Context: an optimization exercise on an open-source flow, tuned for small area, a short achievable clock period and few clock cycles per item. The choices shown serve that exercise and are no tape-out recipe. Where RTL was checked, it was by simulation tests only, not by an equivalence proof against the original. No functional check of the RTL was part of run 1.

## flow/design.v (module list and top-level ports; edited modules follow where they fit)
// module MyDesign: 250 lines
// module booth_tree: 636 lines
// module csa_tree: 201 lines
module MyDesign(
    input logic reset_n,
    input logic clk,
    input logic dut_valid,
    output logic dut_ready,
    output logic dut__tb__sram_input_write_enable,
    output logic [16-1 : 0] dut__tb__sram_input_write_address,
    output logic [32-1 : 0] dut__tb__sram_input_write_data,
    output logic [16-1 : 0] dut__tb__sram_input_read_address,
    input logic [32-1 : 0] tb__dut__sram_input_read_data,
    output logic dut__tb__sram_weight_write_enable,
    output logic [16-1 : 0] dut__tb__sram_weight_write_address,
    output logic [32-1 : 0] dut__tb__sram_weight_write_data,
    output logic [16-1 : 0] dut__tb__sram_weight_read_address,
    input logic [32-1 : 0] tb__dut__sram_weight_read_data,
    output logic dut__tb__sram_result_write_enable,
    output logic [16-1 : 0] dut__tb__sram_result_write_address,
    output logic [32-1 : 0] dut__tb__sram_result_write_data,
    output logic [16-1 : 0] dut__tb__sram_result_read_address,
    input logic [32-1 : 0] tb__dut__sram_result_read_data,
    output logic dut__tb__sram_scratchpad_write_enable,
    output logic [16-1 : 0] dut__tb__sram_scratchpad_write_address,
    output logic [32-1 : 0] dut__tb__sram_scratchpad_write_data,
    output logic [16-1 : 0] dut__tb__sram_scratchpad_read_address,
    input logic [32-1 : 0] tb__dut__sram_scratchpad_read_data
);
  // ...
==> flow/flow/run.sh <==
#!/bin/bash
set -euo pipefail
bash standard.sh SETUP_SLACK_MARGIN=7.5 "BUFFER_PORTS_ARGS=-buffer_cell sky130_fd_sc_hd__buf_1" finish > standard.log 2>&1
==> flow/standard.sh <==
#!/bin/bash
# synth_recipe.tcl (not shown) runs the flow's synth.tcl, then flattens the netlist and writes it again
# the make line also repeats each setting of config.mk as NAME=value (left out here)
make -C /OpenROAD-flow-scripts/flow DESIGN_CONFIG=/design/flow/config.mk WORK_HOME=/design/flow/orfs CLKGATE_MAP_FILE= SYNTH_SCRIPT=/design/flow/synth_recipe.tcl "${@:-finish}"
==> flow/config.mk <==
export PLATFORM = sky130hd
export DESIGN_NAME = MyDesign
export DESIGN_NICKNAME = MyDesign
export VERILOG_FILES = /design/flow/design.v
export SDC_FILE = /design/flow/constraint.sdc
export NUM_CORES = 4
export LEC_CHECK = 0
export ABC_CLOCK_PERIOD_IN_PS = 3500
export CAP_MARGIN = 20
export CORE_MARGIN = 2
export CORE_UTILIZATION = 40
export SLEW_MARGIN = 20
==> flow/constraint.sdc <==
create_clock -name core_clock -period 11.0 [get_ports {clk}]
set_input_delay 2.2000 -clock core_clock [delete_from_list [all_inputs] [get_ports {clk}]]
set_output_delay 2.2000 -clock core_clock [all_outputs]
set_load 0.01 [all_outputs]
==> qor.log, run 1 <==
INFO  grt            grt_pass1_wl=111,000um
INFO  synth          share_of_synthesized_flip_flops_with_an_asynchronous_set_or_reset=0%
INFO  setup_path     critical_path_peak_fanout=3
INFO  run_status     outcome=complete, no violations
INFO  floorplan      chipHeight=267um
INFO  final_layout   drive_above_1_share=10.9%
INFO  synth          most_frequent_cells_after_synthesis=307 x dfxtp_1, 297 x inv_1, 273 x a22oi_1
INFO  synth          yosys.area_share.simple=7.33%
INFO  grt            globalRouteMet3Util=3.20%
INFO  place          gpl.final_weighted_congestion=0.866
INFO  final_layout   fraction_of_standard_cell_area_in_multi_input_logic=55.8%
INFO  final_layout   flops_and_latches=376
INFO  final_layout   clock_buffers=54
INFO  min_path       timing.hold.worst_path_depth=0
INFO  final_layout   area_share_nonclk_buffers=4.81%
INFO  clock_tree     root_buffer=clkbuf_16
INFO  final_layout   finish.utilization=44.7%
INFO  grt            groute.layer.met2.usage=31.8%
INFO  clock_tree     cts.repair.resized=68
INFO  synth          post_synth_main_area_contributors=dfxtp_1 22%, fa_1 16%, xnor2_1 7.7%
INFO  synth          yosysUniqueCellTypes=77
INFO  floorplan      floorplan.io_pins=392
INFO  setup_path     timing.critical_path.to_type=register
INFO  final_layout   mostFrequentLayoutCell=inv_1
INFO  timing         setup_viol=0
INFO  grt            globalRouteOverflowTotal=0
INFO  floorplan      well_tap_count=931
INFO  clock_tree     cts_buffers=43
INFO  drt            drt_first_pass_iters=7
INFO  drt            routed.top_layer=met4
INFO  timing         finClkSkew=0.0243ns
INFO  clock_tree     cts.repair_timing.setup_buffer_count=14
INFO  synth          synth_top_area_share=22.2%
INFO  clock_tree     path_clk_slew=0.06ns
INFO  setup_path     timing.rr.start=p2[4]
INFO  final_layout   post_layout_nets=3,427
INFO  synth          mappedNetlistArea=27,700um2
INFO  final_layout   final_design_area_no_fill=30,700um2
INFO  final_layout   register_fraction_of_the_total_cell_area=27.1%
==> module MyDesign, before the edit <==
module MyDesign(
    input logic reset_n,
    input logic clk,
    input logic dut_valid,
    output logic dut_ready,
    output logic dut__tb__sram_input_write_enable,
    output logic [16-1 : 0] dut__tb__sram_input_write_address,
    output logic [32-1 : 0] dut__tb__sram_input_write_data,
    output logic [16-1 : 0] dut__tb__sram_input_read_address,
    input logic [32-1 : 0] tb__dut__sram_input_read_data,
    output logic dut__tb__sram_weight_write_enable,
    output logic [16-1 : 0] dut__tb__sram_weight_write_address,
    output logic [32-1 : 0] dut__tb__sram_weight_write_data,
    output logic [16-1 : 0] dut__tb__sram_weight_read_address,
    input logic [32-1 : 0] tb__dut__sram_weight_read_data,
    output logic dut__tb__sram_result_write_enable,
    output logic [16-1 : 0] dut__tb__sram_result_write_address,
    output logic [32-1 : 0] dut__tb__sram_result_write_data,
    output logic [16-1 : 0] dut__tb__sram_result_read_address,
    input logic [32-1 : 0] tb__dut__sram_result_read_data,
    output logic dut__tb__sram_scratchpad_write_enable,
    output logic [16-1 : 0] dut__tb__sram_scratchpad_write_address,
    output logic [32-1 : 0] dut__tb__sram_scratchpad_write_data,
    output logic [16-1 : 0] dut__tb__sram_scratchpad_read_address,
    input logic [32-1 : 0] tb__dut__sram_scratchpad_read_data
);
  logic        res_we, sp_we, w_spv, w_rowend, w_final;
  logic [11:0] res_wa;
  logic [9:0]  sp_wa, vt_row;
  logic        ready_r;
  logic        st_wait;       
  logic        st_dims;       
  logic        issuing;       
  logic [2:0]  ph;            
  logic [4:0]  k, c;
  logic [3:0]  r;
  logic [4:0]  kmax, cmax;
  logic [4:0]  dm1, em1;
  logic [3:0]  nm1;
  logic [10:0] a_addr, a_row;
  logic [11:0] b_addr, b_base;
  wire end_k  = (k == kmax);
  wire end_c  = (c == cmax);
  wire end_r  = (r == nm1);
  wire end_ph = end_k & end_c & end_r;
  wire [10:0] a_inc = a_addr + 11'd1;
  wire [11:0] b_inc = b_addr + 12'd1;
  always_ff @(posedge clk) begin
    if (!reset_n) begin
      ready_r <= 1'b1;
      st_wait <= 1'b0;
      st_dims <= 1'b0;
      issuing <= 1'b0;
    end else begin
      st_wait <= 1'b0;
      st_dims <= st_wait;
      if (ready_r && dut_valid) begin
        ready_r <= 1'b0;
        st_wait <= 1'b1;
      end
      if (st_dims)
        issuing <= 1'b1;
      else if (issuing && end_ph && ph == 3'd4)
        issuing <= 1'b0;
      if (w_final)
        ready_r <= 1'b1;
    end
  end
  always_ff @(posedge clk) begin
    if (ready_r) begin
      a_addr <= '0;
      b_addr <= '0;
    end else if (st_dims) begin
      nm1    <= tb__dut__sram_input_read_data[19:16] - 4'd1;
      dm1    <= tb__dut__sram_input_read_data[4:0] - 5'd1;
      em1    <= tb__dut__sram_weight_read_data[4:0] - 5'd1;
      kmax   <= tb__dut__sram_input_read_data[4:0] - 5'd1;
      cmax   <= tb__dut__sram_weight_read_data[4:0] - 5'd1;
      ph     <= 3'd0;
      k      <= '0;
      c      <= '0;
      r      <= '0;
      a_addr <= 11'd1;
      a_row  <= 11'd1;
      b_addr <= 12'd1;
      b_base <= 12'd1;
    end else if (issuing) begin
      if (!end_k) begin
        k      <= k + 5'd1;
        a_addr <= a_inc;
        b_addr <= b_inc;
      end else begin
        k <= '0;
        if (!end_c) begin
          c      <= c + 5'd1;
          a_addr <= a_row;
          b_addr <= b_inc;
        end else begin
          c <= '0;
          if (!end_r) begin
            r      <= r + 4'd1;
            a_addr <= a_inc;
            a_row  <= a_inc;
            b_addr <= b_base;
          end else begin
            r  <= '0;
            ph <= ph + 3'd1;
            case (ph)
              3'd0, 3'd1: begin             
                a_addr <= 11'd1;
                a_row  <= 11'd1;
                b_addr <= b_inc;
                b_base <= b_inc;
              end
              3'd2: begin                   
                a_addr <= '0;
                a_row  <= '0;
                b_addr <= '0;
                b_base <= '0;
                kmax   <= em1;
                cmax   <= {1'b0, nm1};
              end
              default: begin                
                a_addr <= a_inc + {a_inc[9:0], 1'b0};
                a_row  <= a_inc + {a_inc[9:0], 1'b0};
                b_addr <= b_inc;
                b_base <= b_inc;
                kmax   <= {1'b0, nm1};
                cmax   <= em1;
              end
            endcase
          end
        end
      end
    end
  end
  logic       t1_v, t2_v, t3_v;
  logic       t1_src;
  logic       t1_first, t2_first, t3_first;
  logic       t1_last, t2_last, t3_last;
  logic       t1_rowend, t2_rowend, t3_rowend;
  logic       t1_spk, t2_spk, t3_spk;        
  logic       t1_spv, t2_spv, t3_spv;        
  logic       t1_fin, t2_fin, t3_fin;
  always_ff @(posedge clk) begin
    if (!reset_n) begin
      t1_v <= 1'b0; t2_v <= 1'b0; t3_v <= 1'b0;
    end else begin
      t1_v <= issuing; t2_v <= t1_v; t3_v <= t2_v;
    end
  end
  always_ff @(posedge clk) begin
    t1_src    <= (ph == 3'd3) || (ph == 3'd4);
    t1_first  <= (k == 5'd0);
    t1_last   <= end_k;
    t1_rowend <= end_c;
    t1_spk    <= (ph == 3'd1);
    t1_spv    <= (ph == 3'd2);
    t1_fin    <= end_ph && (ph == 3'd4);
    t2_first  <= t1_first;  t3_first  <= t2_first;
    t2_last   <= t1_last;   t3_last   <= t2_last;
    t2_rowend <= t1_rowend; t3_rowend <= t2_rowend;
    t2_spk    <= t1_spk;    t3_spk    <= t2_spk;
    t2_spv    <= t1_spv;    t3_spv    <= t2_spv;
    t2_fin    <= t1_fin;    t3_fin    <= t2_fin;
  end
  logic [31:0] op_a;
  logic [15:0] bt_one, bt_two, bt_neg;
  wire  [31:0] in_b = t1_src ? tb__dut__sram_scratchpad_read_data : tb__dut__sram_weight_read_data;
  always_ff @(posedge clk) begin
    op_a <= t1_src ? tb__dut__sram_result_read_data : tb__dut__sram_input_read_data;
    for (int i = 0; i < 16; i++) begin
      logic [2:0] bits;
      bits      = {in_b[2*i+1], in_b[2*i], (i == 0) ? 1'b0 : in_b[2*i-1]};
      bt_one[i] <= bits[1] ^ bits[0];
      bt_two[i] <= (bits == 3'b100) || (bits == 3'b011);
      bt_neg[i] <= bits[2];
    end
  end
  logic [31:0] r0, r1, r2, r3;
  booth_tree u_booth (
    .op_a(op_a), .one(bt_one), .two(bt_two), .neg(bt_neg),
    .r0(r0), .r1(r1), .r2(r2), .r3(r3)
  );
  logic [31:0] p0, p1, p2, p3;
  always_ff @(posedge clk) begin
    p0 <= r0;
    p1 <= r1;
    p2 <= r2;
    p3 <= r3;
  end
  logic [31:0] acc, y0, y1;
  csa_tree u_csa (
    .x0(p0), .x1(p1), .x2(p2), .x3(p3), .x4(t3_first ? 32'd0 : acc),
    .y0(y0), .y1(y1)
  );
  always_ff @(posedge clk)
    acc <= y0 + y1;
  always_ff @(posedge clk) begin
    if (!reset_n) begin
      res_we  <= 1'b0;
      sp_we   <= 1'b0;
      w_final <= 1'b0;
    end else begin
      res_we  <= t3_v & t3_last;
      sp_we   <= t3_v & t3_last & (t3_spk | t3_spv);
      w_final <= t3_v & t3_last & t3_fin;
    end
  end
  always_ff @(posedge clk) begin
    w_spv    <= t3_spv;
    w_rowend <= t3_rowend;
  end
  always_ff @(posedge clk) begin
    if (st_dims) begin
      res_wa <= '0;
      sp_wa  <= '0;
    end else if (res_we) begin
      res_wa <= res_wa + 12'd1;
      if (sp_we) begin
        if (!w_spv) begin
          sp_wa  <= sp_wa + 10'd1;
          vt_row <= sp_wa + 10'd1;
        end else if (w_rowend) begin
          sp_wa  <= vt_row + 10'd1;
          vt_row <= vt_row + 10'd1;
        end else begin
          sp_wa  <= sp_wa + {6'd0, nm1} + 10'd1;
        end
      end
    end
  end
  assign dut_ready = ready_r;
  assign dut__tb__sram_input_write_enable   = 1'b0;
  assign dut__tb__sram_input_write_address  = '0;
  assign dut__tb__sram_input_write_data     = '0;
  assign dut__tb__sram_weight_write_enable  = 1'b0;
  assign dut__tb__sram_weight_write_address = '0;
  assign dut__tb__sram_weight_write_data    = '0;
  assign dut__tb__sram_input_read_address      = {5'd0, a_addr};
  assign dut__tb__sram_result_read_address     = {5'd0, a_addr};
  assign dut__tb__sram_weight_read_address     = {4'd0, b_addr};
  assign dut__tb__sram_scratchpad_read_address = {4'd0, b_addr};
  assign dut__tb__sram_result_write_enable      = res_we;
  assign dut__tb__sram_result_write_address     = {4'd0, res_wa};
  assign dut__tb__sram_result_write_data        = acc;
  assign dut__tb__sram_scratchpad_write_enable  = sp_we;
  assign dut__tb__sram_scratchpad_write_address = {6'd0, sp_wa};
  assign dut__tb__sram_scratchpad_write_data    = acc;
endmodule
==> run 2: changes to the inputs <==
--- a/flow/design.v
+++ b/flow/design.v
@@ -19,16 +19,17 @@
     output logic [16-1 : 0] dut__tb__sram_result_read_address,
     input logic [32-1 : 0] tb__dut__sram_result_read_data,
     output logic dut__tb__sram_scratchpad_write_enable,
     output logic [16-1 : 0] dut__tb__sram_scratchpad_write_address,
     output logic [32-1 : 0] dut__tb__sram_scratchpad_write_data,
     output logic [16-1 : 0] dut__tb__sram_scratchpad_read_address,
     input logic [32-1 : 0] tb__dut__sram_scratchpad_read_data
 );
+  logic        w4_we, w4_sp, w4_fin, w4_spv, w4_rowend;
   logic        res_we, sp_we, w_spv, w_rowend, w_final;
   logic [11:0] res_wa;
   logic [9:0]  sp_wa, vt_row;
   logic        ready_r;
   logic        st_wait;       
   logic        st_dims;       
   logic        issuing;       
   logic [2:0]  ph;            
@@ -184,37 +185,51 @@
   );
   logic [31:0] p0, p1, p2, p3;
   always_ff @(posedge clk) begin
     p0 <= r0;
     p1 <= r1;
     p2 <= r2;
     p3 <= r3;
   end
-  logic [31:0] acc, y0, y1;
+  logic [31:0] acc_s, acc_c, y0, y1;
   csa_tree u_csa (
-    .x0(p0), .x1(p1), .x2(p2), .x3(p3), .x4(t3_first ? 32'd0 : acc),
+    .x0(p0), .x1(p1), .x2(p2), .x3(p3),
+    .x4(t3_first ? 32'd0 : acc_s), .x5(t3_first ? 32'd0 : acc_c),
     .y0(y0), .y1(y1)
   );
+  always_ff @(posedge clk) begin
+    acc_s <= y0;
+    acc_c <= y1;
+  end
+  logic [31:0] wdata;
   always_ff @(posedge clk)
-    acc <= y0 + y1;
+    wdata <= acc_s + acc_c;
   always_ff @(posedge clk) begin
     if (!reset_n) begin
+      w4_we   <= 1'b0;
+      w4_sp   <= 1'b0;
+      w4_fin  <= 1'b0;
       res_we  <= 1'b0;
       sp_we   <= 1'b0;
       w_final <= 1'b0;
     end else begin
-      res_we  <= t3_v & t3_last;
-      sp_we   <= t3_v & t3_last & (t3_spk | t3_spv);
-      w_final <= t3_v & t3_last & t3_fin;
+      w4_we   <= t3_v & t3_last;
+      w4_sp   <= t3_v & t3_last & (t3_spk | t3_spv);
+      w4_fin  <= t3_v & t3_last & t3_fin;
+      res_we  <= w4_we;
+      sp_we   <= w4_sp;
+      w_final <= w4_fin;
     end
   end
   always_ff @(posedge clk) begin
-    w_spv    <= t3_spv;
-    w_rowend <= t3_rowend;
+    w4_spv    <= t3_spv;
+    w4_rowend <= t3_rowend;
+    w_spv     <= w4_spv;
+    w_rowend  <= w4_rowend;
   end
   always_ff @(posedge clk) begin
     if (st_dims) begin
       res_wa <= '0;
       sp_wa  <= '0;
     end else if (res_we) begin
       res_wa <= res_wa + 12'd1;
       if (sp_we) begin
@@ -238,20 +253,20 @@
   assign dut__tb__sram_weight_write_address = '0;
   assign dut__tb__sram_weight_write_data    = '0;
   assign dut__tb__sram_input_read_address      = {5'd0, a_addr};
   assign dut__tb__sram_result_read_address     = {5'd0, a_addr};
   assign dut__tb__sram_weight_read_address     = {4'd0, b_addr};
   assign dut__tb__sram_scratchpad_read_address = {4'd0, b_addr};
   assign dut__tb__sram_result_write_enable      = res_we;
   assign dut__tb__sram_result_write_address     = {4'd0, res_wa};
-  assign dut__tb__sram_result_write_data        = acc;
+  assign dut__tb__sram_result_write_data        = wdata;
   assign dut__tb__sram_scratchpad_write_enable  = sp_we;
   assign dut__tb__sram_scratchpad_write_address = {6'd0, sp_wa};
-  assign dut__tb__sram_scratchpad_write_data    = acc;
+  assign dut__tb__sram_scratchpad_write_data    = wdata;
 endmodule
 module booth_tree (
   input  logic [31:0] op_a,
   input  logic [15:0] one, two, neg,
   output logic [31:0] r0,
   output logic [31:0] r1,
   output logic [31:0] r2,
   output logic [31:0] r3
@@ -885,203 +900,265 @@
   assign r3 = {c179, c177, c175, c173, c171, c169, c167, c165, c163, c161, c159, c157, c155, c153, c151, c149, c147, c145, c143, c141, c139, c137, c135, c133, c132, neg[3], 1'b0, neg[2], 1'b0, 1'b0, 1'b0, 1'b0};
 endmodule
 module csa_tree (
   input  logic [31:0] x0,
   input  logic [31:0] x1,
   input  logic [31:0] x2,
   input  logic [31:0] x3,
   input  logic [31:0] x4,
+  input  logic [31:0] x5,
   output logic [31:0] y0,
   output logic [31:0] y1
 );
-  wire s0 = x0[0] ^ x1[0];
-  wire c0 = x0[0] & x1[0];
+  wire s0 = x0[0] ^ x1[0] ^ x2[0];
+  wire c0 = (x0[0] & x1[0]) | (x0[0] & x2[0]) | (x1[0] & x2[0]);
   wire s1 = x0[1] ^ x1[1] ^ x2[1];
   wire c1 = (x0[1] & x1[1]) | (x0[1] & x2[1]) | (x1[1] & x2[1]);
-  wire s2 = x0[2] ^ x1[2] ^ x2[2];
-  wire c2 = (x0[2] & x1[2]) | (x0[2] & x2[2]) | (x1[2] & x2[2]);
-  wire s3 = x0[3] ^ x1[3] ^ x2[3];
-  wire c3 = (x0[3] & x1[3]) | (x0[3] & x2[3]) | (x1[3] & x2[3]);
-  wire s4 = x0[4] ^ x1[4] ^ x2[4];
-  wire c4 = (x0[4] & x1[4]) | (x0[4] & x2[4]) | (x1[4] & x2[4]);
-  wire s5 = x0[5] ^ x1[5] ^ x2[5];
-  wire c5 = (x0[5] & x1[5]) | (x0[5] & x2[5]) | (x1[5] & x2[5]);
-  wire s6 = x0[6] ^ x1[6] ^ x2[6];
-  wire c6 = (x0[6] & x1[6]) | (x0[6] & x2[6]) | (x1[6] & x2[6]);
-  wire s7 = x0[7] ^ x1[7] ^ x2[7];
-  wire c7 = (x0[7] & x1[7]) | (x0[7] & x2[7]) | (x1[7] & x2[7]);
-  wire s8 = x0[8] ^ x1[8] ^ x2[8];
-  wire c8 = (x0[8] & x1[8]) | (x0[8] & x2[8]) | (x1[8] & x2[8]);
-  wire s9 = x0[9] ^ x1[9] ^ x2[9];
-  wire c9 = (x0[9] & x1[9]) | (x0[9] & x2[9]) | (x1[9] & x2[9]);
-  wire s10 = x0[10] ^ x1[10] ^ x2[10];
-  wire c10 = (x0[10] & x1[10]) | (x0[10] & x2[10]) | (x1[10] & x2[10]);
-  wire s11 = x0[11] ^ x1[11] ^ x2[11];
-  wire c11 = (x0[11] & x1[11]) | (x0[11] & x2[11]) | (x1[11] & x2[11]);
-  wire s12 = x0[12] ^ x1[12] ^ x2[12];
-  wire c12 = (x0[12] & x1[12]) | (x0[12] & x2[12]) | (x1[12] & x2[12]);
-  wire s13 = x0[13] ^ x1[13] ^ x2[13];
-  wire c13 = (x0[13] & x1[13]) | (x0[13] & x2[13]) | (x1[13] & x2[13]);
-  wire s14 = x0[14] ^ x1[14] ^ x2[14];
-  wire c14 = (x0[14] & x1[14]) | (x0[14] & x2[14]) | (x1[14] & x2[14]);
-  wire s15 = x0[15] ^ x1[15] ^ x2[15];
-  wire c15 = (x0[15] & x1[15]) | (x0[15] & x2[15]) | (x1[15] & x2[15]);
-  wire s16 = x0[16] ^ x1[16] ^ x2[16];
-  wire c16 = (x0[16] & x1[16]) | (x0[16] & x2[16]) | (x1[16] & x2[16]);
-  wire s17 = x0[17] ^ x1[17] ^ x2[17];
-  wire c17 = (x0[17] & x1[17]) | (x0[17] & x2[17]) | (x1[17] & x2[17]);
-  wire s18 = x0[18] ^ x1[18] ^ x2[18];
-  wire c18 = (x0[18] & x1[18]) | (x0[18] & x2[18]) | (x1[18] & x2[18]);
-  wire s19 = x0[19] ^ x1[19] ^ x2[19];
-  wire c19 = (x0[19] & x1[19]) | (x0[19] & x2[19]) | (x1[19] & x2[19]);
-  wire s20 = x0[20] ^ x1[20] ^ x2[20];
-  wire c20 = (x0[20] & x1[20]) | (x0[20] & x2[20]) | (x1[20] & x2[20]);
-  wire s21 = x0[21] ^ x1[21] ^ x2[21];
-  wire c21 = (x0[21] & x1[21]) | (x0[21] & x2[21]) | (x1[21] & x2[21]);
-  wire s22 = x0[22] ^ x1[22] ^ x2[22];
-  wire c22 = (x0[22] & x1[22]) | (x0[22] & x2[22]) | (x1[22] & x2[22]);
-  wire s23 = x0[23] ^ x1[23] ^ x2[23];
-  wire c23 = (x0[23] & x1[23]) | (x0[23] & x2[23]) | (x1[23] & x2[23]);
-  wire s24 = x0[24] ^ x1[24] ^ x2[24];
-  wire c24 = (x0[24] & x1[24]) | (x0[24] & x2[24]) | (x1[24] & x2[24]);
-  wire s25 = x0[25] ^ x1[25] ^ x2[25];
-  wire c25 = (x0[25] & x1[25]) | (x0[25] & x2[25]) | (x1[25] & x2[25]);
-  wire s26 = x0[26] ^ x1[26] ^ x2[26];
-  wire c26 = (x0[26] & x1[26]) | (x0[26] & x2[26]) | (x1[26] & x2[26]);
-  wire s27 = x0[27] ^ x1[27] ^ x2[27];
-  wire c27 = (x0[27] & x1[27]) | (x0[27] & x2[27]) | (x1[27] & x2[27]);
-  wire s28 = x0[28] ^ x1[28] ^ x2[28];
-  wire c28 = (x0[28] & x1[28]) | (x0[28] & x2[28]) | (x1[28] & x2[28]);
-  wire s29 = x0[29] ^ x1[29] ^ x2[29];
-  wire c29 = (x0[29] & x1[29]) | (x0[29] & x2[29]) | (x1[29] & x2[29]);
-  wire s30 = x0[30] ^ x1[30] ^ x2[30];
-  wire c30 = (x0[30] & x1[30]) | (x0[30] & x2[30]) | (x1[30] & x2[30]);
-  wire s31 = x0[31] ^ x1[31] ^ x2[31];
-  wire s32 = s0 ^ x2[0];
-  wire c32 = s0 & x2[0];
-  wire s33 = s1 ^ x3[1] ^ x4[1];
-  wire c33 = (s1 & x3[1]) | (s1 & x4[1]) | (x3[1] & x4[1]);
-  wire s34 = s2 ^ x3[2] ^ x4[2];
-  wire c34 = (s2 & x3[2]) | (s2 & x4[2]) | (x3[2] & x4[2]);
-  wire s35 = s3 ^ x3[3] ^ x4[3];
-  wire c35 = (s3 & x3[3]) | (s3 & x4[3]) | (x3[3] & x4[3]);
-  wire s36 = s4 ^ x3[4] ^ x4[4];
-  wire c36 = (s4 & x3[4]) | (s4 & x4[4]) | (x3[4] & x4[4]);
-  wire s37 = s5 ^ x3[5] ^ x4[5];
-  wire c37 = (s5 & x3[5]) | (s5 & x4[5]) | (x3[5] & x4[5]);
-  wire s38 = s6 ^ x3[6] ^ x4[6];
-  wire c38 = (s6 & x3[6]) | (s6 & x4[6]) | (x3[6] & x4[6]);
-  wire s39 = s7 ^ x3[7] ^ x4[7];
-  wire c39 = (s7 & x3[7]) | (s7 & x4[7]) | (x3[7] & x4[7]);
-  wire s40 = s8 ^ x3[8] ^ x4[8];
-  wire c40 = (s8 & x3[8]) | (s8 & x4[8]) | (x3[8] & x4[8]);
-  wire s41 = s9 ^ x3[9] ^ x4[9];
-  wire c41 = (s9 & x3[9]) | (s9 & x4[9]) | (x3[9] & x4[9]);
-  wire s42 = s10 ^ x3[10] ^ x4[10];
-  wire c42 = (s10 & x3[10]) | (s10 & x4[10]) | (x3[10] & x4[10]);
-  wire s43 = s11 ^ x3[11] ^ x4[11];
-  wire c43 = (s11 & x3[11]) | (s11 & x4[11]) | (x3[11] & x4[11]);
-  wire s44 = s12 ^ x3[12] ^ x4[12];
-  wire c44 = (s12 & x3[12]) | (s12 & x4[12]) | (x3[12] & x4[12]);
-  wire s45 = s13 ^ x3[13] ^ x4[13];
-  wire c45 = (s13 & x3[13]) | (s13 & x4[13]) | (x3[13] & x4[13]);
-  wire s46 = s14 ^ x3[14] ^ x4[14];
-  wire c46 = (s14 & x3[14]) | (s14 & x4[14]) | (x3[14] & x4[14]);
-  wire s47 = s15 ^ x3[15] ^ x4[15];
-  wire c47 = (s15 & x3[15]) | (s15 & x4[15]) | (x3[15] & x4[15]);
-  wire s48 = s16 ^ x3[16] ^ x4[16];
-  wire c48 = (s16 & x3[16]) | (s16 & x4[16]) | (x3[16] & x4[16]);
-  wire s49 = s17 ^ x3[17] ^ x4[17];
-  wire c49 = (s17 & x3[17]) | (s17 & x4[17]) | (x3[17] & x4[17]);
-  wire s50 = s18 ^ x3[18] ^ x4[18];
-  wire c50 = (s18 & x3[18]) | (s18 & x4[18]) | (x3[18] & x4[18]);
-  wire s51 = s19 ^ x3[19] ^ x4[19];
-  wire c51 = (s19 & x3[19]) | (s19 & x4[19]) | (x3[19] & x4[19]);
-  wire s52 = s20 ^ x3[20] ^ x4[20];
-  wire c52 = (s20 & x3[20]) | (s20 & x4[20]) | (x3[20] & x4[20]);
-  wire s53 = s21 ^ x3[21] ^ x4[21];
-  wire c53 = (s21 & x3[21]) | (s21 & x4[21]) | (x3[21] & x4[21]);
-  wire s54 = s22 ^ x3[22] ^ x4[22];
-  wire c54 = (s22 & x3[22]) | (s22 & x4[22]) | (x3[22] & x4[22]);
-  wire s55 = s23 ^ x3[23] ^ x4[23];
-  wire c55 = (s23 & x3[23]) | (s23 & x4[23]) | (x3[23] & x4[23]);
-  wire s56 = s24 ^ x3[24] ^ x4[24];
-  wire c56 = (s24 & x3[24]) | (s24 & x4[24]) | (x3[24] & x4[24]);
-  wire s57 = s25 ^ x3[25] ^ x4[25];
-  wire c57 = (s25 & x3[25]) | (s25 & x4[25]) | (x3[25] & x4[25]);
-  wire s58 = s26 ^ x3[26] ^ x4[26];
-  wire c58 = (s26 & x3[26]) | (s26 & x4[26]) | (x3[26] & x4[26]);
-  wire s59 = s27 ^ x3[27] ^ x4[27];
-  wire c59 = (s27 & x3[27]) | (s27 & x4[27]) | (x3[27] & x4[27]);
-  wire s60 = s28 ^ x3[28] ^ x4[28];
-  wire c60 = (s28 & x3[28]) | (s28 & x4[28]) | (x3[28] & x4[28]);
-  wire s61 = s29 ^ x3[29] ^ x4[29];
-  wire c61 = (s29 & x3[29]) | (s29 & x4[29]) | (x3[29] & x4[29]);
-  wire s62 = s30 ^ x3[30] ^ x4[30];
-  wire c62 = (s30 & x3[30]) | (s30 & x4[30]) | (x3[30] & x4[30]);
-  wire s63 = s31 ^ x3[31] ^ x4[31];
-  wire s64 = s32 ^ x3[0];
-  wire c64 = s32 & x3[0];
-  wire s65 = s33 ^ c0 ^ c32;
-  wire c65 = (s33 & c0) | (s33 & c32) | (c0 & c32);
-  wire s66 = s34 ^ c1 ^ c33;
-  wire c66 = (s34 & c1) | (s34 & c33) | (c1 & c33);
-  wire s67 = s35 ^ c2 ^ c34;
-  wire c67 = (s35 & c2) | (s35 & c34) | (c2 & c34);
-  wire s68 = s36 ^ c3 ^ c35;
-  wire c68 = (s36 & c3) | (s36 & c35) | (c3 & c35);
-  wire s69 = s37 ^ c4 ^ c36;
-  wire c69 = (s37 & c4) | (s37 & c36) | (c4 & c36);
-  wire s70 = s38 ^ c5 ^ c37;
-  wire c70 = (s38 & c5) | (s38 & c37) | (c5 & c37);
-  wire s71 = s39 ^ c6 ^ c38;
-  wire c71 = (s39 & c6) | (s39 & c38) | (c6 & c38);
-  wire s72 = s40 ^ c7 ^ c39;
-  wire c72 = (s40 & c7) | (s40 & c39) | (c7 & c39);
-  wire s73 = s41 ^ c8 ^ c40;
-  wire c73 = (s41 & c8) | (s41 & c40) | (c8 & c40);
-  wire s74 = s42 ^ c9 ^ c41;
-  wire c74 = (s42 & c9) | (s42 & c41) | (c9 & c41);
-  wire s75 = s43 ^ c10 ^ c42;
-  wire c75 = (s43 & c10) | (s43 & c42) | (c10 & c42);
-  wire s76 = s44 ^ c11 ^ c43;
-  wire c76 = (s44 & c11) | (s44 & c43) | (c11 & c43);
-  wire s77 = s45 ^ c12 ^ c44;
-  wire c77 = (s45 & c12) | (s45 & c44) | (c12 & c44);
-  wire s78 = s46 ^ c13 ^ c45;
-  wire c78 = (s46 & c13) | (s46 & c45) | (c13 & c45);
-  wire s79 = s47 ^ c14 ^ c46;
-  wire c79 = (s47 & c14) | (s47 & c46) | (c14 & c46);
-  wire s80 = s48 ^ c15 ^ c47;
-  wire c80 = (s48 & c15) | (s48 & c47) | (c15 & c47);
-  wire s81 = s49 ^ c16 ^ c48;
-  wire c81 = (s49 & c16) | (s49 & c48) | (c16 & c48);
-  wire s82 = s50 ^ c17 ^ c49;
-  wire c82 = (s50 & c17) | (s50 & c49) | (c17 & c49);
-  wire s83 = s51 ^ c18 ^ c50;
-  wire c83 = (s51 & c18) | (s51 & c50) | (c18 & c50);
-  wire s84 = s52 ^ c19 ^ c51;
-  wire c84 = (s52 & c19) | (s52 & c51) | (c19 & c51);
-  wire s85 = s53 ^ c20 ^ c52;
-  wire c85 = (s53 & c20) | (s53 & c52) | (c20 & c52);
-  wire s86 = s54 ^ c21 ^ c53;
-  wire c86 = (s54 & c21) | (s54 & c53) | (c21 & c53);
-  wire s87 = s55 ^ c22 ^ c54;
-  wire c87 = (s55 & c22) | (s55 & c54) | (c22 & c54);
-  wire s88 = s56 ^ c23 ^ c55;
-  wire c88 = (s56 & c23) | (s56 & c55) | (c23 & c55);
-  wire s89 = s57 ^ c24 ^ c56;
-  wire c89 = (s57 & c24) | (s57 & c56) | (c24 & c56);
-  wire s90 = s58 ^ c25 ^ c57;
-  wire c90 = (s58 & c25) | (s58 & c57) | (c25 & c57);
-  wire s91 = s59 ^ c26 ^ c58;
-  wire c91 = (s59 & c26) | (s59 & c58) | (c26 & c58);
-  wire s92 = s60 ^ c27 ^ c59;
-  wire c92 = (s60 & c27) | (s60 & c59) | (c27 & c59);
-  wire s93 = s61 ^ c28 ^ c60;
-  wire c93 = (s61 & c28) | (s61 & c60) | (c28 & c60);
-  wire s94 = s62 ^ c29 ^ c61;
-  wire c94 = (s62 & c29) | (s62 & c61) | (c29 & c61);
-  wire s95 = s63 ^ c30 ^ c62;
-  assign y0 = {s95, s94, s93, s92, s91, s90, s89, s88, s87, s86, s85, s84, s83, s82, s81, s80, s79, s78, s77, s76, s75, s74, s73, s72, s71, s70, s69, s68, s67, s66, s65, s64};
-  assign y1 = {c94, c93, c92, c91, c90, c89, c88, c87, c86, c85, c84, c83, c82, c81, c80, c79, c78, c77, c76, c75, c74, c73, c72, c71, c70, c69, c68, c67, c66, c65, c64, x4[0]};
+  wire s2 = x3[1] ^ x4[1];
+  wire c2 = x3[1] & x4[1];
+  wire s3 = x0[2] ^ x1[2] ^ x2[2];
+  wire c3 = (x0[2] & x1[2]) | (x0[2] & x2[2]) | (x1[2] & x2[2]);
+  wire s4 = x3[2] ^ x4[2] ^ x5[2];
+  wire c4 = (x3[2] & x4[2]) | (x3[2] & x5[2]) | (x4[2] & x5[2]);
+  wire s5 = x0[3] ^ x1[3] ^ x2[3];
+  wire c5 = (x0[3] & x1[3]) | (x0[3] & x2[3]) | (x1[3] & x2[3]);
+  wire s6 = x3[3] ^ x4[3] ^ x5[3];
+  wire c6 = (x3[3] & x4[3]) | (x3[3] & x5[3]) | (x4[3] & x5[3]);
+  wire s7 = x0[4] ^ x1[4] ^ x2[4];
+  wire c7 = (x0[4] & x1[4]) | (x0[4] & x2[4]) | (x1[4] & x2[4]);
+  wire s8 = x3[4] ^ x4[4] ^ x5[4];
+  wire c8 = (x3[4] & x4[4]) | (x3[4] & x5[4]) | (x4[4] & x5[4]);
+  wire s9 = x0[5] ^ x1[5] ^ x2[5];
+  wire c9 = (x0[5] & x1[5]) | (x0[5] & x2[5]) | (x1[5] & x2[5]);
+  wire s10 = x3[5] ^ x4[5] ^ x5[5];
+  wire c10 = (x3[5] & x4[5]) | (x3[5] & x5[5]) | (x4[5] & x5[5]);
+  wire s11 = x0[6] ^ x1[6] ^ x2[6];
+  wire c11 = (x0[6] & x1[6]) | (x0[6] & x2[6]) | (x1[6] & x2[6]);
+  wire s12 = x3[6] ^ x4[6] ^ x5[6];
+  wire c12 = (x3[6] & x4[6]) | (x3[6] & x5[6]) | (x4[6] & x5[6]);
+  wire s13 = x0[7] ^ x1[7] ^ x2[7];
+  wire c13 = (x0[7] & x1[7]) | (x0[7] & x2[7]) | (x1[7] & x2[7]);
+  wire s14 = x3[7] ^ x4[7] ^ x5[7];
+  wire c14 = (x3[7] & x4[7]) | (x3[7] & x5[7]) | (x4[7] & x5[7]);
+  wire s15 = x0[8] ^ x1[8] ^ x2[8];
+  wire c15 = (x0[8] & x1[8]) | (x0[8] & x2[8]) | (x1[8] & x2[8]);
+  wire s16 = x3[8] ^ x4[8] ^ x5[8];
+  wire c16 = (x3[8] & x4[8]) | (x3[8] & x5[8]) | (x4[8] & x5[8]);
+  wire s17 = x0[9] ^ x1[9] ^ x2[9];
+  wire c17 = (x0[9] & x1[9]) | (x0[9] & x2[9]) | (x1[9] & x2[9]);
+  wire s18 = x3[9] ^ x4[9] ^ x5[9];
+  wire c18 = (x3[9] & x4[9]) | (x3[9] & x5[9]) | (x4[9] & x5[9]);
+  wire s19 = x0[10] ^ x1[10] ^ x2[10];
+  wire c19 = (x0[10] & x1[10]) | (x0[10] & x2[10]) | (x1[10] & x2[10]);
+  wire s20 = x3[10] ^ x4[10] ^ x5[10];
+  wire c20 = (x3[10] & x4[10]) | (x3[10] & x5[10]) | (x4[10] & x5[10]);
+  wire s21 = x0[11] ^ x1[11] ^ x2[11];
+  wire c21 = (x0[11] & x1[11]) | (x0[11] & x2[11]) | (x1[11] & x2[11]);
+  wire s22 = x3[11] ^ x4[11] ^ x5[11];
+  wire c22 = (x3[11] & x4[11]) | (x3[11] & x5[11]) | (x4[11] & x5[11]);
+  wire s23 = x0[12] ^ x1[12] ^ x2[12];
+  wire c23 = (x0[12] & x1[12]) | (x0[12] & x2[12]) | (x1[12] & x2[12]);
+  wire s24 = x3[12] ^ x4[12] ^ x5[12];
+  wire c24 = (x3[12] & x4[12]) | (x3[12] & x5[12]) | (x4[12] & x5[12]);
+  wire s25 = x0[13] ^ x1[13] ^ x2[13];
+  wire c25 = (x0[13] & x1[13]) | (x0[13] & x2[13]) | (x1[13] & x2[13]);
+  wire s26 = x3[13] ^ x4[13] ^ x5[13];
+  wire c26 = (x3[13] & x4[13]) | (x3[13] & x5[13]) | (x4[13] & x5[13]);
+  wire s27 = x0[14] ^ x1[14] ^ x2[14];
+  wire c27 = (x0[14] & x1[14]) | (x0[14] & x2[14]) | (x1[14] & x2[14]);
+  wire s28 = x3[14] ^ x4[14] ^ x5[14];
+  wire c28 = (x3[14] & x4[14]) | (x3[14] & x5[14]) | (x4[14] & x5[14]);
+  wire s29 = x0[15] ^ x1[15] ^ x2[15];
+  wire c29 = (x0[15] & x1[15]) | (x0[15] & x2[15]) | (x1[15] & x2[15]);
+  wire s30 = x3[15] ^ x4[15] ^ x5[15];
+  wire c30 = (x3[15] & x4[15]) | (x3[15] & x5[15]) | (x4[15] & x5[15]);
+  wire s31 = x0[16] ^ x1[16] ^ x2[16];
+  wire c31 = (x0[16] & x1[16]) | (x0[16] & x2[16]) | (x1[16] & x2[16]);
+  wire s32 = x3[16] ^ x4[16] ^ x5[16];
+  wire c32 = (x3[16] & x4[16]) | (x3[16] & x5[16]) | (x4[16] & x5[16]);
+  wire s33 = x0[17] ^ x1[17] ^ x2[17];
+  wire c33 = (x0[17] & x1[17]) | (x0[17] & x2[17]) | (x1[17] & x2[17]);
+  wire s34 = x3[17] ^ x4[17] ^ x5[17];
+  wire c34 = (x3[17] & x4[17]) | (x3[17] & x5[17]) | (x4[17] & x5[17]);
+  wire s35 = x0[18] ^ x1[18] ^ x2[18];
+  wire c35 = (x0[18] & x1[18]) | (x0[18] & x2[18]) | (x1[18] & x2[18]);
+  wire s36 = x3[18] ^ x4[18] ^ x5[18];
+  wire c36 = (x3[18] & x4[18]) | (x3[18] & x5[18]) | (x4[18] & x5[18]);
+  wire s37 = x0[19] ^ x1[19] ^ x2[19];
+  wire c37 = (x0[19] & x1[19]) | (x0[19] & x2[19]) | (x1[19] & x2[19]);
+  wire s38 = x3[19] ^ x4[19] ^ x5[19];
+  wire c38 = (x3[19] & x4[19]) | (x3[19] & x5[19]) | (x4[19] & x5[19]);
+  wire s39 = x0[20] ^ x1[20] ^ x2[20];
+  wire c39 = (x0[20] & x1[20]) | (x0[20] & x2[20]) | (x1[20] & x2[20]);
+  wire s40 = x3[20] ^ x4[20] ^ x5[20];
+  wire c40 = (x3[20] & x4[20]) | (x3[20] & x5[20]) | (x4[20] & x5[20]);
+  wire s41 = x0[21] ^ x1[21] ^ x2[21];
+  wire c41 = (x0[21] & x1[21]) | (x0[21] & x2[21]) | (x1[21] & x2[21]);
+  wire s42 = x3[21] ^ x4[21] ^ x5[21];
+  wire c42 = (x3[21] & x4[21]) | (x3[21] & x5[21]) | (x4[21] & x5[21]);
+  wire s43 = x0[22] ^ x1[22] ^ x2[22];
+  wire c43 = (x0[22] & x1[22]) | (x0[22] & x2[22]) | (x1[22] & x2[22]);
+  wire s44 = x3[22] ^ x4[22] ^ x5[22];
+  wire c44 = (x3[22] & x4[22]) | (x3[22] & x5[22]) | (x4[22] & x5[22]);
+  wire s45 = x0[23] ^ x1[23] ^ x2[23];
+  wire c45 = (x0[23] & x1[23]) | (x0[23] & x2[23]) | (x1[23] & x2[23]);
+  wire s46 = x3[23] ^ x4[23] ^ x5[23];
+  wire c46 = (x3[23] & x4[23]) | (x3[23] & x5[23]) | (x4[23] & x5[23]);
+  wire s47 = x0[24] ^ x1[24] ^ x2[24];
+  wire c47 = (x0[24] & x1[24]) | (x0[24] & x2[24]) | (x1[24] & x2[24]);
+  wire s48 = x3[24] ^ x4[24] ^ x5[24];
+  wire c48 = (x3[24] & x4[24]) | (x3[24] & x5[24]) | (x4[24] & x5[24]);
+  wire s49 = x0[25] ^ x1[25] ^ x2[25];
+  wire c49 = (x0[25] & x1[25]) | (x0[25] & x2[25]) | (x1[25] & x2[25]);
+  wire s50 = x3[25] ^ x4[25] ^ x5[25];
+  wire c50 = (x3[25] & x4[25]) | (x3[25] & x5[25]) | (x4[25] & x5[25]);
+  wire s51 = x0[26] ^ x1[26] ^ x2[26];
+  wire c51 = (x0[26] & x1[26]) | (x0[26] & x2[26]) | (x1[26] & x2[26]);
+  wire s52 = x3[26] ^ x4[26] ^ x5[26];
+  wire c52 = (x3[26] & x4[26]) | (x3[26] & x5[26]) | (x4[26] & x5[26]);
+  wire s53 = x0[27] ^ x1[27] ^ x2[27];
+  wire c53 = (x0[27] & x1[27]) | (x0[27] & x2[27]) | (x1[27] & x2[27]);
+  wire s54 = x3[27] ^ x4[27] ^ x5[27];
+  wire c54 = (x3[27] & x4[27]) | (x3[27] & x5[27]) | (x4[27] & x5[27]);
+  wire s55 = x0[28] ^ x1[28] ^ x2[28];
+  wire c55 = (x0[28] & x1[28]) | (x0[28] & x2[28]) | (x1[28] & x2[28]);
+  wire s56 = x3[28] ^ x4[28] ^ x5[28];
+  wire c56 = (x3[28] & x4[28]) | (x3[28] & x5[28]) | (x4[28] & x5[28]);
+  wire s57 = x0[29] ^ x1[29] ^ x2[29];
+  wire c57 = (x0[29] & x1[29]) | (x0[29] & x2[29]) | (x1[29] & x2[29]);
+  wire s58 = x3[29] ^ x4[29] ^ x5[29];
+  wire c58 = (x3[29] & x4[29]) | (x3[29] & x5[29]) | (x4[29] & x5[29]);
+  wire s59 = x0[30] ^ x1[30] ^ x2[30];
+  wire c59 = (x0[30] & x1[30]) | (x0[30] & x2[30]) | (x1[30] & x2[30]);
+  wire s60 = x3[30] ^ x4[30] ^ x5[30];
+  wire c60 = (x3[30] & x4[30]) | (x3[30] & x5[30]) | (x4[30] & x5[30]);
+  wire s61 = x0[31] ^ x1[31] ^ x2[31];
+  wire s62 = x3[31] ^ x4[31] ^ x5[31];
+  wire s63 = s0 ^ x3[0];
+  wire c63 = s0 & x3[0];
+  wire s64 = s1 ^ s2 ^ x5[1];
+  wire c64 = (s1 & s2) | (s1 & x5[1]) | (s2 & x5[1]);
+  wire s65 = s3 ^ s4 ^ c1;
+  wire c65 = (s3 & s4) | (s3 & c1) | (s4 & c1);
+  wire s66 = s5 ^ s6 ^ c3;
+  wire c66 = (s5 & s6) | (s5 & c3) | (s6 & c3);
+  wire s67 = s7 ^ s8 ^ c5;
+  wire c67 = (s7 & s8) | (s7 & c5) | (s8 & c5);
+  wire s68 = s9 ^ s10 ^ c7;
+  wire c68 = (s9 & s10) | (s9 & c7) | (s10 & c7);
+  wire s69 = s11 ^ s12 ^ c9;
+  wire c69 = (s11 & s12) | (s11 & c9) | (s12 & c9);
+  wire s70 = s13 ^ s14 ^ c11;
+  wire c70 = (s13 & s14) | (s13 & c11) | (s14 & c11);
+  wire s71 = s15 ^ s16 ^ c13;
+  wire c71 = (s15 & s16) | (s15 & c13) | (s16 & c13);
+  wire s72 = s17 ^ s18 ^ c15;
+  wire c72 = (s17 & s18) | (s17 & c15) | (s18 & c15);
+  wire s73 = s19 ^ s20 ^ c17;
+  wire c73 = (s19 & s20) | (s19 & c17) | (s20 & c17);
+  wire s74 = s21 ^ s22 ^ c19;
+  wire c74 = (s21 & s22) | (s21 & c19) | (s22 & c19);
+  wire s75 = s23 ^ s24 ^ c21;
+  wire c75 = (s23 & s24) | (s23 & c21) | (s24 & c21);
+  wire s76 = s25 ^ s26 ^ c23;
+  wire c76 = (s25 & s26) | (s25 & c23) | (s26 & c23);
+  wire s77 = s27 ^ s28 ^ c25;
+  wire c77 = (s27 & s28) | (s27 & c25) | (s28 & c25);
+  wire s78 = s29 ^ s30 ^ c27;
+  wire c78 = (s29 & s30) | (s29 & c27) | (s30 & c27);
+  wire s79 = s31 ^ s32 ^ c29;
+  wire c79 = (s31 & s32) | (s31 & c29) | (s32 & c29);
+  wire s80 = s33 ^ s34 ^ c31;
+  wire c80 = (s33 & s34) | (s33 & c31) | (s34 & c31);
+  wire s81 = s35 ^ s36 ^ c33;
+  wire c81 = (s35 & s36) | (s35 & c33) | (s36 & c33);
+  wire s82 = s37 ^ s38 ^ c35;
+  wire c82 = (s37 & s38) | (s37 & c35) | (s38 & c35);
+  wire s83 = s39 ^ s40 ^ c37;
+  wire c83 = (s39 & s40) | (s39 & c37) | (s40 & c37);
+  wire s84 = s41 ^ s42 ^ c39;
+  wire c84 = (s41 & s42) | (s41 & c39) | (s42 & c39);
+  wire s85 = s43 ^ s44 ^ c41;
+  wire c85 = (s43 & s44) | (s43 & c41) | (s44 & c41);
+  wire s86 = s45 ^ s46 ^ c43;
+  wire c86 = (s45 & s46) | (s45 & c43) | (s46 & c43);
+  wire s87 = s47 ^ s48 ^ c45;
+  wire c87 = (s47 & s48) | (s47 & c45) | (s48 & c45);
+  wire s88 = s49 ^ s50 ^ c47;
+  wire c88 = (s49 & s50) | (s49 & c47) | (s50 & c47);
+  wire s89 = s51 ^ s52 ^ c49;
+  wire c89 = (s51 & s52) | (s51 & c49) | (s52 & c49);
+  wire s90 = s53 ^ s54 ^ c51;
+  wire c90 = (s53 & s54) | (s53 & c51) | (s54 & c51);
+  wire s91 = s55 ^ s56 ^ c53;
+  wire c91 = (s55 & s56) | (s55 & c53) | (s56 & c53);
+  wire s92 = s57 ^ s58 ^ c55;
+  wire c92 = (s57 & s58) | (s57 & c55) | (s58 & c55);
+  wire s93 = s59 ^ s60 ^ c57;
+  wire c93 = (s59 & s60) | (s59 & c57) | (s60 & c57);
+  wire s94 = s61 ^ s62 ^ c59;
+  wire s95 = s63 ^ x4[0];
+  wire c95 = s63 & x4[0];
+  wire s96 = s64 ^ c0 ^ c63;
+  wire c96 = (s64 & c0) | (s64 & c63) | (c0 & c63);
+  wire s97 = s65 ^ c2 ^ c64;
+  wire c97 = (s65 & c2) | (s65 & c64) | (c2 & c64);
+  wire s98 = s66 ^ c4 ^ c65;
+  wire c98 = (s66 & c4) | (s66 & c65) | (c4 & c65);
+  wire s99 = s67 ^ c6 ^ c66;
+  wire c99 = (s67 & c6) | (s67 & c66) | (c6 & c66);
+  wire s100 = s68 ^ c8 ^ c67;
+  wire c100 = (s68 & c8) | (s68 & c67) | (c8 & c67);
+  wire s101 = s69 ^ c10 ^ c68;
+  wire c101 = (s69 & c10) | (s69 & c68) | (c10 & c68);
+  wire s102 = s70 ^ c12 ^ c69;
+  wire c102 = (s70 & c12) | (s70 & c69) | (c12 & c69);
+  wire s103 = s71 ^ c14 ^ c70;
+  wire c103 = (s71 & c14) | (s71 & c70) | (c14 & c70);
+  wire s104 = s72 ^ c16 ^ c71;
+  wire c104 = (s72 & c16) | (s72 & c71) | (c16 & c71);
+  wire s105 = s73 ^ c18 ^ c72;
+  wire c105 = (s73 & c18) | (s73 & c72) | (c18 & c72);
+  wire s106 = s74 ^ c20 ^ c73;
+  wire c106 = (s74 & c20) | (s74 & c73) | (c20 & c73);
+  wire s107 = s75 ^ c22 ^ c74;
+  wire c107 = (s75 & c22) | (s75 & c74) | (c22 & c74);
+  wire s108 = s76 ^ c24 ^ c75;
+  wire c108 = (s76 & c24) | (s76 & c75) | (c24 & c75);
+  wire s109 = s77 ^ c26 ^ c76;
+  wire c109 = (s77 & c26) | (s77 & c76) | (c26 & c76);
+  wire s110 = s78 ^ c28 ^ c77;
+  wire c110 = (s78 & c28) | (s78 & c77) | (c28 & c77);
+  wire s111 = s79 ^ c30 ^ c78;
+  wire c111 = (s79 & c30) | (s79 & c78) | (c30 & c78);
+  wire s112 = s80 ^ c32 ^ c79;
+  wire c112 = (s80 & c32) | (s80 & c79) | (c32 & c79);
+  wire s113 = s81 ^ c34 ^ c80;
+  wire c113 = (s81 & c34) | (s81 & c80) | (c34 & c80);
+  wire s114 = s82 ^ c36 ^ c81;
+  wire c114 = (s82 & c36) | (s82 & c81) | (c36 & c81);
+  wire s115 = s83 ^ c38 ^ c82;
+  wire c115 = (s83 & c38) | (s83 & c82) | (c38 & c82);
+  wire s116 = s84 ^ c40 ^ c83;
+  wire c116 = (s84 & c40) | (s84 & c83) | (c40 & c83);
+  wire s117 = s85 ^ c42 ^ c84;
+  wire c117 = (s85 & c42) | (s85 & c84) | (c42 & c84);
+  wire s118 = s86 ^ c44 ^ c85;
+  wire c118 = (s86 & c44) | (s86 & c85) | (c44 & c85);
+  wire s119 = s87 ^ c46 ^ c86;
+  wire c119 = (s87 & c46) | (s87 & c86) | (c46 & c86);
+  wire s120 = s88 ^ c48 ^ c87;
+  wire c120 = (s88 & c48) | (s88 & c87) | (c48 & c87);
+  wire s121 = s89 ^ c50 ^ c88;
+  wire c121 = (s89 & c50) | (s89 & c88) | (c50 & c88);
+  wire s122 = s90 ^ c52 ^ c89;
+  wire c122 = (s90 & c52) | (s90 & c89) | (c52 & c89);
+  wire s123 = s91 ^ c54 ^ c90;
+  wire c123 = (s91 & c54) | (s91 & c90) | (c54 & c90);
+  wire s124 = s92 ^ c56 ^ c91;
+  wire c124 = (s92 & c56) | (s92 & c91) | (c56 & c91);
+  wire s125 = s93 ^ c58 ^ c92;
+  wire c125 = (s93 & c58) | (s93 & c92) | (c58 & c92);
+  wire s126 = s94 ^ c60 ^ c93;
+  assign y0 = {s126, s125, s124, s123, s122, s121, s120, s119, s118, s117, s116, s115, s114, s113, s112, s111, s110, s109, s108, s107, s106, s105, s104, s103, s102, s101, s100, s99, s98, s97, s96, s95};
+  assign y1 = {c125, c124, c123, c122, c121, c120, c119, c118, c117, c116, c115, c114, c113, c112, c111, c110, c109, c108, c107, c106, c105, c104, c103, c102, c101, c100, c99, c98, c97, c96, c95, x5[0]};
 endmodule
==> run 2 against run 1 <==
Compared with the run above: clock skew up 0.021 ns; first-iteration DRC count up 7.7%; critical endpoint is now dut__tb__sram_input_read_address[0]; clock-buffer cell count up 16.
==> qor.log, run 2 <==
INFO  grt            globalRouteOverflowTotal=0 [unchanged]
INFO  synth          mappedNetlistArea=29,500um2 [was 27,700 um2]
INFO  final_layout   drive_above_1_share=8.20% [was 10.9%]
INFO  clock_tree     clock-sinks=444 [was 376]
INFO  floorplan      floorplan.io_pins=392 [unchanged]
INFO  clock_tree     max-clock-path-buffers=3 [unchanged]
INFO  floorplan      effective_utilization_at_floorplan=40.4% [about the same]
INFO  drt            routed-via-count=20.1k [was 19.6k]
INFO  synth          synth_top_area_share=25.5% [was 22.2%]
INFO  final_layout   cell_count_final_fillers_out=3,985 [was 3,916]
INFO  synth          synth.yosys.seq_area_share=32.5% [was 29.7%]
INFO  grt            total_routing_usage_reported_by_global_routing=19.0% [was 20.0%]
INFO  final_layout   most-common-layout-cells=326 x dfxtp_1, 271 x a22oi_1, 267 x xnor2_1, 263 x buf_1, 250 x fa_1 [was 287 x inv_1, 273 x a22oi_1, 265 x buf_1, 249 x dfxtp_1, 241 x xnor2_1]
INFO  floorplan      chipHeight=275um [was 267 um]
INFO  synth          yosysUniqueCellTypes=75 [was 77]
INFO  setup_path     critical_path_peak_fanout=16 [was 3]
INFO  drt            detail_route.wirelength=71,600um [about the same]
INFO  setup_path     slowest_stage_delay_on_critical_path=0.45ns [was 0.54 ns]
INFO  timing         hold_ws=0.320ns [was 0.325 ns]
INFO  synth          share_of_synthesized_flip_flops_with_an_asynchronous_set_or_reset=0% [unchanged]
INFO  drt            drt-vias-per-instance=5.04 [was 5.01]
INFO  timing         setup_total_negative_slack=0ns [unchanged]
INFO  final_layout   multi_input_comb_area=17,500um2 [was 17,100 um2]
INFO  final_layout   mostFrequentLayoutCell=dfxtp_1 [was inv_1]
INFO  timing         timing.max_slew.rel_slack=34.3% [was 33.8%]
INFO  grt            largest_net_degree_at_the_start_of_global_routing=68 [was 62]
INFO  setup_path     timing.critical_path.to_type=output port [was register]
INFO  min_path       min_path_type=reg -> reg [unchanged]
INFO  setup_path     critical_path.startpoint_type=register [unchanged]
INFO  place          dp.cells=3,888 [was 3,814]
INFO  timing         finClkSkew=0.0456ns [was 0.0243 ns]
INFO  synth          synth_area_leader_cell=dfxtp_1 [unchanged]
INFO  clock_tree     clock_latency_of_the_later_clocked_register_in_the_worst_skew_pair=0.62ns [was 0.60 ns]
INFO  final_layout   post_layout_nets=3,485 [was 3,427]
INFO  synth          synthMostInstantiatedCell=dfxtp_1 [unchanged]
INFO  drt            ant_nets=0 [unchanged]
INFO  timing         worst_pin_slew=0.984ns [was 0.993 ns]
INFO  clock_tree     path_clk_slew=0.07ns [was 0.06 ns]
INFO  place          gpl.final_weighted_congestion=0.874 [was 0.866]
INFO  grt            grt_pass1_wl=113,000um [was 111,000 um]
INFO  drt            drt_first_pass_iters=5 [was 7]
INFO  floorplan      rows=99 [was 96]
INFO  timing         postLayoutSetupSlackWorst=7.54ns [was 7.10 ns]
INFO  timing         hold_viol_final=0 [unchanged]
INFO  final_layout   layout.area.seq=9660um2 [was 8300 um2]
INFO  clock_tree     h_tree_depth=2 [unchanged]
INFO  clock_tree     tritoncts=done [unchanged]
INFO  synth          synth_enable_flop_cells=69 [unchanged]
INFO  synth          most_frequent_cells_after_synthesis=375 x dfxtp_1, 271 x a22oi_1, 268 x xnor2_1 [was 307 x dfxtp_1, 297 x inv_1, 273 x a22oi_1]
INFO  setup_path     path_buf_inv=1 [was 5]
INFO  synth          syn-instance-count=2,879 [was 2,825]
INFO  setup_path     crit_slowest_cell=dfxtp_4 [was fa_1]
INFO  floorplan      placeableCoreArea=73,000um2 [was 68,600 um2]
INFO  setup_path     worstSetupStartpoint=a_addr[0] [was p2[4]]
INFO  min_path       timing.hold.worst.start=t2_fin [was t2_rowend]
INFO  setup_path     crit_path_cell_trace=buf_2 [was inv_2, fa_1, inv_2, fa_1, inv_1, fa_1, inv_2, ha_4, nand2_4, nor3_4, o21a_1, o311ai_4, a211oi_4, buf_6, o21bai_4, and3_1, or3_1]
INFO  setup_path     crit_family=flip-flops [was adder cells]
INFO  grt            number_of_global_route_vias_before_repair=19.6k [was 19.2k]
INFO  setup_path     worst-endpoint-arrival=1.26ns [was 4.37 ns]
INFO  place          post-place-ws=7.04ns [was 6.49 ns]
INFO  run            drv_cap=0 [unchanged]
INFO  timing         timing.final.max_slew_violations=0 [unchanged]
INFO  clock_tree     cts_buffers=50 [was 43]
INFO  synth          synth-main-ff-cell=dfxtp_1 [unchanged]
INFO  timing         unrepaired_setup_endpoints_after_global_routing=no [was yes]
INFO  synth          yosysWarnings=1 [unchanged]
INFO  timing         period_needed=3.46ns [was 3.90 ns]
INFO  drt            detail_route.iter0.violations=1,408 [was 1,307]
INFO  synth          post_synth_main_area_contributors=dfxtp_1 25%, fa_1 17%, xnor2_1 8.0% [was dfxtp_1 22%, fa_1 16%, xnor2_1 7.7%]
INFO  drt            drcViolationCount=0 [unchanged]
INFO  grt            number_of_antenna_violations_at_the_first_check_in_global_routing=2 [was 0]
INFO  setup_path     required_time_at_the_endpoint_of_the_critical_path=8.80ns [was 11.47 ns]
INFO  synth          yosys_register_bits=444 [was 376]
INFO  timing         min_period_over_period=31.5% [was 35.5%]
INFO  setup_path     setup.worst_path.class=reg -> out [was reg -> reg]
INFO  setup_path     timing.rr.start=bt_one[7] [was p2[4]]
INFO  drt            post_drt_wl_per_cell=18.0um [was 18.3 um]
INFO  run_status     outcome=complete, no violations [unchanged]
INFO  place          detailedPlacementHpwl=52,400um [was 52,200 um]
INFO  timing         fmax=0.289GHz [was 0.256 GHz]
INFO  floorplan      chipWidth=275um [was 267 um]
INFO  place          placement.io_buffers=265 [unchanged]
INFO  final_layout   area_delta_synth_final=9.26% [was 10.8%]
INFO  clock_tree     root_buffer=clkbuf_16 [unchanged]
INFO  final_layout   layout.filler_cells=6,896 [was 6,632]
INFO  timing         setup_viol=0 [unchanged]
INFO  synth          synth_area_per_cell=10.2um2 [was 9.80 um2]
INFO  floorplan      floorplan.die_area=75,900um2 [was 71,300 um2]
==> run 2: worst paths after layout <==
check	slack [ns]	endpoint	cells after the start
worst max-delay path	7.54	dut__tb__sram_input_read_address[0]	1
worst min-delay path	0.32	t3_fin	0
worst min register to register	0.32	t3_fin	0
worst max register to register	7.57	p0[30]	7
==> run 2: routing by layer <==
metal	vias to the layer above	global-route usage [%]	part of all wire, %
met5	-	0	0
met4	0	6.93	3.4
met3	124	2.85	6.2
met2	711	30.3	46
met1	9685	26.0	44
li1	9575	-	-
==> run 2: stage by stage <==
| stage | utilization (%) | instance area [um2] |
|---|---|---|
| floorplan | - | 30000 |
| global placement | 41.6 | 30300 |
| detailed placement | 41.6 | 30300 |
| CTS | 44.0 | 32100 |
| global route | 44.1 | 32200 |
| finish | 44.1 | 32200 |
==> run 2: logic make-up after synthesis <==
family,after synthesis,share of synthesized area [%]
DFF,444,32.5
AOI/OAI and AO/OA,519,12.2
adders and majority gates,372,22.2
buffers and inverters,581,9.77
other,1,0.0127
muxes,94,3.41
and+or+nand+nor,457,7.69
xor gates and xnor gates,411,12.2
==> run 2: timing repair <==
| action | CTS | global route |
|---|---|---|
| hold buffers | 0 | 0 |
| setup buffers | 2 | 0 |
| resized for setup | 34 | 28 |
| pin swaps | 1 | 0 |
| setup endpoints to repair | 63 | 34 |
==> run 2: cell type report <==
type	instances	share of cell area, %
multi-input cells	1979	54.5
repair buffers	302	3.99
flip-flops and latches	444	30.0
inverters	206	2.41
clock inverters	23	0.890
diodes	2	0.0155
well taps	959	3.73
clock buffers	70	4.49
Testbench counts of run 2, summed over its fixed seeds: cycles 307,812, items 48.
==> run 3: changes to the inputs <==
--- a/flow/config.mk
+++ b/flow/config.mk
@@ -9,4 +9,6 @@
 export CAP_MARGIN = 20
 export CORE_MARGIN = 2
 export CORE_UTILIZATION = 40
+export CTS_CLUSTER_DIAMETER = 150
+export CTS_CLUSTER_SIZE = 30
 export SLEW_MARGIN = 20
==> run 3 against run 2 <==
Compared with the run above: first-iteration DRC count decreased by 0.14%; utilization decreased by 1.7 points; non-clock buffer count decreased by 1; worst hold slack improved by 0.0073 ns; die area unchanged; global-route usage decreased by 0.41 points; critical path type unchanged.
==> qor.log, run 3 <==
INFO  synth          synth_area_per_cell=10.2um2 [unchanged]
INFO  setup_path     crit_slowest_cell=dfxtp_4 [unchanged]
INFO  grt            largest_net_degree_at_the_start_of_global_routing=68 [unchanged]
INFO  synth          synth.yosys.seq_area_share=32.5% [unchanged]
INFO  synth          synth_top_area_share=25.5% [unchanged]
INFO  setup_path     slowest_stage_delay_on_critical_path=0.47ns [was 0.45 ns]
INFO  synth          yosys_register_bits=444 [unchanged]
INFO  clock_tree     tritoncts=done [unchanged]
INFO  floorplan      effective_utilization_at_floorplan=40.4% [unchanged]
INFO  final_layout   area_delta_synth_final=5.01% [was 9.26%]
INFO  clock_tree     post_cts_hold_buffer_count=0 [unchanged]
INFO  floorplan      chipHeight=275um [unchanged]
INFO  synth          most_frequent_cells_after_synthesis=375 x dfxtp_1, 271 x a22oi_1, 268 x xnor2_1 [unchanged]
INFO  floorplan      floorplan.die_area=75,900um2 [unchanged]
INFO  drt            routed-via-count=19.8k [was 20.1k]
INFO  run            drv_cap=0 [unchanged]
INFO  run_status     outcome=complete, no violations [unchanged]
INFO  place          gpl.final_weighted_congestion=0.874 [unchanged]
INFO  place          placement.io_buffers=265 [unchanged]
INFO  drt            ant_nets=0 [unchanged]
INFO  timing         period_needed=3.47ns [was 3.46 ns]
INFO  setup_path     crit_family=flip-flops [unchanged]
INFO  setup_path     timing.critical_path.to=dut__tb__sram_input_read_address[0] [unchanged]
INFO  timing         postLayoutSetupSlackWorst=7.53ns [was 7.54 ns]
INFO  grt            total_routing_usage_reported_by_global_routing=18.6% [was 19.0%]
INFO  drt            drcViolationCount=0 [unchanged]
INFO  timing         hold_ws=0.328ns [was 0.320 ns]
INFO  final_layout   post_layout_nets=3,452 [was 3,485]
INFO  clock_tree     h_tree_depth=1 [was 2]
INFO  setup_path     crit_path_cell_trace=buf_1 [was buf_2]
INFO  synth          syn-instance-count=2,879 [unchanged]
INFO  setup_path     worstRegToRegCells=7 [unchanged]
INFO  drt            post_drt_wl_per_cell=18.0um [about the same]
INFO  final_layout   drive_above_1_share=6.09% [was 8.20%]
INFO  timing         fmax=0.288GHz [was 0.289 GHz]
INFO  setup_path     setup.worst_path.class=reg -> out [unchanged]
INFO  clock_tree     root_buffer=clkbuf_16 [unchanged]
INFO  synth          synth-main-ff-cell=dfxtp_1 [unchanged]
INFO  min_path       min_path_type=reg -> reg [unchanged]
INFO  floorplan      floorplan.io_pins=392 [unchanged]
INFO  setup_path     critical_path_peak_fanout=16 [unchanged]
INFO  setup_path     cp_num_cells=1 [unchanged]
INFO  synth          synth_area_leader_cell=dfxtp_1 [unchanged]
INFO  setup_path     rrSetupSlack=7.57ns [about the same]
INFO  grt            groute.layer.met2.usage=30.2% [was 30.3%]
INFO  final_layout   mostFrequentLayoutCell=dfxtp_1 [unchanged]
INFO  timing         setup_viol=0 [unchanged]
==> run 3: worst register-to-register path, delay by kind of cell (launching register included) <==
family / cells / cell delay (ns)
compound gates: 1 / 0.19
xor+xnor: 1 / 0.25
buf+inv: 1 / 0.06
fa+ha+maj: 4 / 1.98
flops: 1 / 0.90
==> run 3: area by class of cell <==
type	instances	area (um2)	area share, %
antenna	2	5.00	0.0162
clock buffer	25	498	1.61
clock inverter	2	10.0	0.0323
inverter	206	777	2.51
multi-input combinational	1979	17500	56.7
sequential	444	9650	31.2
tap	959	1200	3.88
timing repair buffer	301	1270	4.10
==> run 3: per-layer routing <==
layer | up-vias | wire, um
met4 | 0 | 1940
met5 | - | 0
li1 | 9459 | -
met3 | 81 | 3990
met2 | 649 | 32800
met1 | 9634 | 31700
==> run 3: through the flow <==
step / cell area (um2) / utilization [%] / cells
final: 30900 / 42.4 / 3918
after global routing: 30900 / 42.4 / 3917
after CTS: 30900 / 42.3 / 3916
after detailed placement: 30300 / 41.6 / 3888
after global placement: 30300 / 41.6 / 3888
after floorplan: 30000 / - / 3004
==> run 3: worst min-delay path by stage <==
| stage | from | end | depth (start not counted) |
|---|---|---|---|
| after global placement | w4_spv | w_spv | 0 |
| after floorplan | t1_fin | t2_fin | 0 |
| after global routing | w4_rowend | w_rowend | 0 |
| after CTS | w4_rowend | w_rowend | 0 |
| final | w4_rowend | w_rowend | 0 |
| after detailed placement | t2_rowend | t3_rowend | 0 |
==> run 3: logic make-up after synthesis <==
| group | synth area share (%) |
|---|---|
| buf+inv | 9.77 |
| compound gates | 12.2 |
| fa+ha+maj | 22.2 |
| xor+xnor | 12.2 |
| flops | 32.5 |
| mux | 3.41 |
| other cells | 0.0127 |
| simple gates | 7.69 |
==> run 3: repair_timing <==
item                                    CTS  global route
endpoints found under the setup margin   49            36
endpoints found under the hold margin     0             0
pin swaps                                 1             0
buffers inserted                          1             0
resized for setup                        23            30

-- re-timing with driven ports --
The flow's constraints put no driver on any port. The routed layouts listed below were extracted and timed again, unchanged, in two steps.
Step 1 (the two cells are an assumption about what drives the block):
set clk [get_ports {clk}]
set_driving_cell -lib_cell sky130_fd_sc_hd__clkbuf_16 $clk
set_driving_cell -lib_cell sky130_fd_sc_hd__buf_2 [delete_from_list [all_inputs] $clk]
Step 2 adds t to the input delays and takes it off the output delays; t is the mean of the earliest and latest rising clock arrival at the registers after step 1. Input paths then give back, and output paths get back, about the clock's delay inside the block.
Three values: ideal, step 1, step 2; two values: the first two.
run	shift t [ns]	setup WS [ns]	hold slack, ns	worst slew at a driven data input, ns
run 1	0.651	7.096 / 7.096 / 7.096	0.325 / 0.325 / 0.325	0.08
run 2	0.667	7.538 / 7.472 / 7.452	0.320 / 0.320 / 0.320	0.09
run 3	0.627	7.527 / 7.461 / 7.469	0.328 / 0.328 / 0.328	0.08
After both steps every run listed still meets setup and hold. The setup slack of run 2, which loses most, moves by -0.066 ns with the drivers and by -0.086 ns with both steps.
